Context: an optimization exercise on an open-source flow, tuned for small area. The choices shown serve that exercise and are no tape-out recipe.
At most, simulation tests tie the RTL to the original design; equivalence was not proved.

==> v15: inputs <==
// arp_top
module arp_top(
  input         clk,
  input         rst,
  input  [15:0] tx_hdr_type,
  input  [15:0] tx_proto_type,
  input  [7:0]  tx_hdw_length,
  input  [7:0]  tx_pro_length,
  input  [15:0] tx_operation,
  input  [47:0] tx_send_hdr_addr,
  input  [31:0] tx_send_ip_addr,
  input  [47:0] tx_target_hdr_addr,
  input  [31:0] tx_target_ip_addr,
  output [31:0] tx_data,
  output        tx_ackw,
  output        tx_hold,
  input  [31:0] rx_data,
  output [15:0] rx_hdr_type,
  output [15:0] rx_proto_type,
  output [7:0]  rx_hdw_length,
  output [7:0]  rx_pro_length,
  output [15:0] rx_operation,
  output [47:0] rx_send_hdr_addr,
  output [31:0] rx_send_ip_addr,
  output [47:0] rx_target_hdr_addr,
  output [31:0] rx_target_ip_addr,
  output        rx_ackw
);
reg       ld, sh;
reg [6:0] wr, nwr;
always @(posedge clk) begin
  ld  <= rst | wr[5];
  sh  <= ~rst & ~wr[5];
  wr  <= {7{~rst}} & {wr[5:0], ld};
  nwr <= {7{rst}} | ~{wr[5:0], ld};
end
assign tx_ackw = ld;
assign tx_hold = sh;
assign rx_ackw = wr[5];
reg  [31:0] h, q1, q2, q3, q4, q5, q6;
wire [31:0] h_d, q1_d, q2_d, q3_d, q4_d, q5_d;
wire ldh = ld & ~rst;
wire shh = sh & ~rst;
arp_sel u_h (.a(ldh), .x({tx_hdr_type, tx_proto_type}),                      .b(shh), .y(q1), .o(h_d));
arp_sel u_q1(.a(ld),  .x({tx_hdw_length, tx_pro_length, tx_operation}),      .b(sh),  .y(q2), .o(q1_d));
arp_sel u_q2(.a(ld),  .x(tx_send_hdr_addr[47:16]),                           .b(sh),  .y(q3), .o(q2_d));
  ...
==> module arp_top, before the edit <==
module arp_top(
  input         clk,
  input         rst,
  input  [15:0] tx_hdr_type,
  input  [15:0] tx_proto_type,
  input  [7:0]  tx_hdw_length,
  input  [7:0]  tx_pro_length,
  input  [15:0] tx_operation,
  input  [47:0] tx_send_hdr_addr,
  input  [31:0] tx_send_ip_addr,
  input  [47:0] tx_target_hdr_addr,
  input  [31:0] tx_target_ip_addr,
  output [31:0] tx_data,
  output        tx_ackw,
  output        tx_hold,
  input  [31:0] rx_data,
  output [15:0] rx_hdr_type,
  output [15:0] rx_proto_type,
  output [7:0]  rx_hdw_length,
  output [7:0]  rx_pro_length,
  output [15:0] rx_operation,
  output [47:0] rx_send_hdr_addr,
  output [31:0] rx_send_ip_addr,
  output [47:0] rx_target_hdr_addr,
  output [31:0] rx_target_ip_addr,
  output        rx_ackw
);
reg       ld, sh;
reg [6:0] wr, nwr;
always @(posedge clk) begin
  ld  <= rst | wr[5];
  sh  <= ~rst & ~wr[5];
  wr  <= {7{~rst}} & {wr[5:0], ld};
  nwr <= {7{rst}} | ~{wr[5:0], ld};
end
assign tx_ackw = ld;
assign tx_hold = sh;
assign rx_ackw = wr[5];
reg  [31:0] h, q1, q2, q3, q4, q5, q6;
wire [31:0] h_d, q1_d, q2_d, q3_d, q4_d, q5_d;
wire ldh = ld & ~rst;
wire shh = sh & ~rst;
arp_sel u_h (.a(ldh), .x({tx_hdr_type, tx_proto_type}),                      .b(shh), .y(q1), .o(h_d));
arp_sel u_q1(.a(ld),  .x({tx_hdw_length, tx_pro_length, tx_operation}),      .b(sh),  .y(q2), .o(q1_d));
arp_sel u_q2(.a(ld),  .x(tx_send_hdr_addr[47:16]),                           .b(sh),  .y(q3), .o(q2_d));
arp_sel u_q3(.a(ld),  .x({tx_send_hdr_addr[15:0], tx_send_ip_addr[31:16]}),  .b(sh),  .y(q4), .o(q3_d));
arp_sel u_q4(.a(ld),  .x({tx_send_ip_addr[15:0], tx_target_hdr_addr[47:32]}),.b(sh),  .y(q5), .o(q4_d));
arp_sel u_q5(.a(ld),  .x(tx_target_hdr_addr[31:0]),                          .b(sh),  .y(q6), .o(q5_d));
always @(posedge clk) begin
  h  <= h_d;
  q1 <= q1_d;
  q2 <= q2_d;
  q3 <= q3_d;
  q4 <= q4_d;
  q5 <= q5_d;
  q6 <= tx_target_ip_addr;
end
assign tx_data = h;
reg  [31:0] b;
reg  [31:0] f0, f1, f2, f3, f4, f5, f6;
wire [31:0] f0_d, f1_d, f2_d, f3_d, f4_d, f5_d, f6_d;
always @(posedge clk)
  b <= rx_data;
wire [6:0] en = wr & {7{~rst}};
wire [6:0] kp = nwr & {7{~rst}};
arp_sel u_f0(.a(en[0]), .x(b), .b(kp[0]), .y(f0), .o(f0_d));
arp_sel u_f1(.a(en[1]), .x(b), .b(kp[1]), .y(f1), .o(f1_d));
arp_sel u_f2(.a(en[2]), .x(b), .b(kp[2]), .y(f2), .o(f2_d));
arp_sel u_f3(.a(en[3]), .x(b), .b(kp[3]), .y(f3), .o(f3_d));
arp_sel u_f4(.a(en[4]), .x(b), .b(kp[4]), .y(f4), .o(f4_d));
arp_sel u_f5(.a(en[5]), .x(b), .b(kp[5]), .y(f5), .o(f5_d));
arp_sel u_f6(.a(en[6]), .x(b), .b(kp[6]), .y(f6), .o(f6_d));
always @(posedge clk) begin
  f0 <= f0_d;
  f1 <= f1_d;
  f2 <= f2_d;
  f3 <= f3_d;
  f4 <= f4_d;
  f5 <= f5_d;
  f6 <= f6_d;
end
assign {rx_hdr_type, rx_proto_type} = f0;
assign {rx_hdw_length, rx_pro_length, rx_operation} = f1;
assign rx_send_hdr_addr = {f2, f3[31:16]};
assign rx_send_ip_addr = {f3[15:0], f4[31:16]};
assign rx_target_hdr_addr = {f4[15:0], f5};
assign rx_target_ip_addr = f6;
endmodule
==> flow/config.mk <==
export PLATFORM = sky130hd
export DESIGN_NAME = arp_top
export DESIGN_NICKNAME = arp_top
export VERILOG_FILES = /design/flow/design.v
export SDC_FILE = /design/flow/constraint.sdc
export NUM_CORES = 4
export LEC_CHECK = 0
export CAP_MARGIN = 20
export CORE_MARGIN = 2
export CORE_UTILIZATION = 40
export SLEW_MARGIN = 20
export SYNTH_HIERARCHICAL = 1
export SYNTH_MINIMUM_KEEP_SIZE = 0
==> flow/constraint.sdc <==
create_clock -name core_clock -period 5.0 [get_ports {clk}]
set_input_delay 1.0000 -clock core_clock [delete_from_list [all_inputs] [get_ports {clk}]]
set_output_delay 1.0000 -clock core_clock [all_outputs]
set_load 0.01 [all_outputs]
run.sh (not shown) runs the stock make flow with config.mk's settings and CLKGATE_MAP_FILE= SYNTH_SCRIPT=/design/flow/synth_recipe.tcl, a recipe that flattens the netlist after the stock synthesis.
==> inputs of v3, as changes to v15 <==
--- a/flow/design.v
+++ b/flow/design.v
@@ -8,4 +8,22 @@
 );
 assign o = ({32{a}} & x) | ({32{b}} & y);
+endmodule
+module arp_oai(
+  input         a,
+  input  [31:0] x,
+  input         b,
+  input  [31:0] y,
+  output [31:0] o
+);
+assign o = ~(({32{a}} | x) & ({32{b}} | y));
+endmodule
+module arp_obb(
+  input         a,
+  input  [31:0] x,
+  input         b,
+  input  [31:0] y,
+  output [31:0] o
+);
+assign o = ~((~{32{a}} | ~x) & ({32{b}} | y));
 endmodule
 `timescale 1ns / 1ps
@@ -37,33 +55,32 @@
   output        rx_ackw
 );
-reg       ld, sh;
-reg [6:0] wr, nwr;
+reg       ld;
+reg [6:0] wr;
 always @(posedge clk) begin
-  ld  <= rst | wr[5];
-  sh  <= ~rst & ~wr[5];
-  wr  <= {7{~rst}} & {wr[5:0], ld};
-  nwr <= {7{rst}} | ~{wr[5:0], ld};
+  ld <= rst | wr[5];
+  wr <= {7{~rst}} & {wr[5:0], ld};
 end
+wire sh = ~ld;
 assign tx_ackw = ld;
 assign tx_hold = sh;
 assign rx_ackw = wr[5];
-reg  [31:0] h, q1, q2, q3, q4, q5, q6;
-wire [31:0] h_d, q1_d, q2_d, q3_d, q4_d, q5_d;
-wire ldh = ld & ~rst;
-wire shh = sh & ~rst;
-arp_sel u_h (.a(ldh), .x({tx_hdr_type, tx_proto_type}),                      .b(shh), .y(q1), .o(h_d));
-arp_sel u_q1(.a(ld),  .x({tx_hdw_length, tx_pro_length, tx_operation}),      .b(sh),  .y(q2), .o(q1_d));
-arp_sel u_q2(.a(ld),  .x(tx_send_hdr_addr[47:16]),                           .b(sh),  .y(q3), .o(q2_d));
-arp_sel u_q3(.a(ld),  .x({tx_send_hdr_addr[15:0], tx_send_ip_addr[31:16]}),  .b(sh),  .y(q4), .o(q3_d));
-arp_sel u_q4(.a(ld),  .x({tx_send_ip_addr[15:0], tx_target_hdr_addr[47:32]}),.b(sh),  .y(q5), .o(q4_d));
-arp_sel u_q5(.a(ld),  .x(tx_target_hdr_addr[31:0]),                          .b(sh),  .y(q6), .o(q5_d));
+reg  [31:0] h, q1n, q2, q3n, q4, q5n, q6;
+wire [31:0] h_d, q1n_d, q2_d, q3n_d, q4_d, q5n_d;
+wire ldh  = ld & ~rst;    
+wire nshh = ld | rst;     
+arp_oai u_q1(.a(sh), .x({tx_hdw_length, tx_pro_length, tx_operation}),       .b(ld), .y(q2),  .o(q1n_d));
+arp_oai u_q3(.a(sh), .x({tx_send_hdr_addr[15:0], tx_send_ip_addr[31:16]}),   .b(ld), .y(q4),  .o(q3n_d));
+arp_oai u_q5(.a(sh), .x(tx_target_hdr_addr[31:0]),                           .b(ld), .y(q6),  .o(q5n_d));
+arp_obb u_h (.a(ldh), .x({tx_hdr_type, tx_proto_type}),                      .b(nshh), .y(q1n), .o(h_d));
+arp_obb u_q2(.a(ld),  .x(tx_send_hdr_addr[47:16]),                           .b(ld),   .y(q3n), .o(q2_d));
+arp_obb u_q4(.a(ld),  .x({tx_send_ip_addr[15:0], tx_target_hdr_addr[47:32]}),.b(ld),   .y(q5n), .o(q4_d));
 always @(posedge clk) begin
-  h  <= h_d;
-  q1 <= q1_d;
-  q2 <= q2_d;
-  q3 <= q3_d;
-  q4 <= q4_d;
-  q5 <= q5_d;
-  q6 <= tx_target_ip_addr;
+  h   <= h_d;
+  q1n <= q1n_d;
+  q2  <= q2_d;
+  q3n <= q3n_d;
+  q4  <= q4_d;
+  q5n <= q5n_d;
+  q6  <= tx_target_ip_addr;
 end
 assign tx_data = h;
@@ -74,5 +91,5 @@
   b <= rx_data;
 wire [6:0] en = wr & {7{~rst}};
-wire [6:0] kp = nwr & {7{~rst}};
+wire [6:0] kp = ~(wr | {7{rst}});
 arp_sel u_f0(.a(en[0]), .x(b), .b(kp[0]), .y(f0), .o(f0_d));
 arp_sel u_f1(.a(en[1]), .x(b), .b(kp[1]), .y(f1), .o(f1_d));
==> flow/flow/run.sh (new file) <==
#!/bin/bash
# The standard layout (the standard.sh, ORFS on its usual steps), with
# one change: the buffers that ORFS puts on every input and output port are
# the platform's smallest buffer (buf_1) instead of the one the resizer
# picks by default. make's full output goes to standard.log here.
set -euo pipefail
bash standard.sh "BUFFER_PORTS_ARGS=-buffer_cell sky130_fd_sc_hd__buf_1" finish > standard.log 2>&1
==> flow/standard.sh (new file) <==
#!/bin/bash
# synth_recipe.tcl (not shown) runs the flow's synth.tcl, then flattens the netlist and writes it again
# the make line also repeats each setting of config.mk as NAME=value (left out here)
make -C /OpenROAD-flow-scripts/flow DESIGN_CONFIG=/design/flow/config.mk WORK_HOME=/design/flow/orfs CLKGATE_MAP_FILE= SYNTH_SCRIPT=/design/flow/synth_recipe.tcl "${@:-finish}"
- CORE_UTILIZATION: 40 -> 70
- CTS_BUF_LIST: unset -> sky130_fd_sc_hd__clkbuf_8
- CTS_CLUSTER_DIAMETER: unset -> 100
- CTS_CLUSTER_SIZE: unset -> 20
removed: flow/run.sh
==> results.py <==
metrics = {
    "cells_and_area": {
        "layoutNonFillerInstCount": 1757,
        "diodes": 9,
    },
    "run_status": {
        "status": "no timing/DRC/antenna violations",
    },
    "clock_network": {
        "cts_made_buffers": 28,
    },
    "placement": {
        "dpl-instance-area_um2": 15690,
    },
    "grt": {
        "grt_util_met3_pct": 11.79,
    },
    "worst_setup_path": {
        "crit_path_max_incr_delay_ps": 720,
    },
}
(the above is from v3)
==> results.py <==
metrics = {
    "die": {
        "num_rows": 70,
    },
    "placement": {
        "dpl-instance-area_um2": 19700,
    },
    "clock_network": {
        "cts_made_buffers": 50,
    },
    "hold_path": {
        "min_delay_worst_endpoint": "nwr[2]$_DFF_P_",
    },
    "grt": {
        "grt_util_met3_pct": 8.394,
    },
    "run_status": {
        "status": "no timing/DRC/antenna violations",
    },
    "worst_setup_path": {
        "crit_path_max_incr_delay_ps": 910,
    },
    "cells_and_area": {
        "diodes": 5,
    },
}
(the above is from v15)
Only the layout flow was run in v15; the RTL was not checked for function there.

port drivers added, routing unchanged:
The results above use ideal ports. As a check the final layouts listed here were re-extracted and re-timed, cells and wires unchanged.
Step 1 assumes that a clkbuf_16 drives the clock port and a buf_2 every other input.
Step 2, shift: input delay + t, output delay - t, t = (earliest + latest rising clock arrival at the registers) / 2. This alone moves slack from input paths to output paths.
Slacks: ideal ports / drivers / drivers and shift; pairs: ideal ports / drivers.
run | t (ns) | slack for setup (ns) | hold WS [ns] | worst setup path after step 2 | worst data-port slew with drivers (ns)
v15 | 0.629 | 1.743 / 1.691 / 1.855 | 0.385 / 0.385 / 0.385 | input to register | 0.08
v3 | 0.643 | 2.456 / 2.413 / 2.170 | 0.398 / 0.398 / 0.398 | input to register | 0.10
After both steps setup and hold are still met in every run listed. The setup slack of v3, which loses most, moves by -0.043 ns with the drivers and by -0.286 ns with both steps.
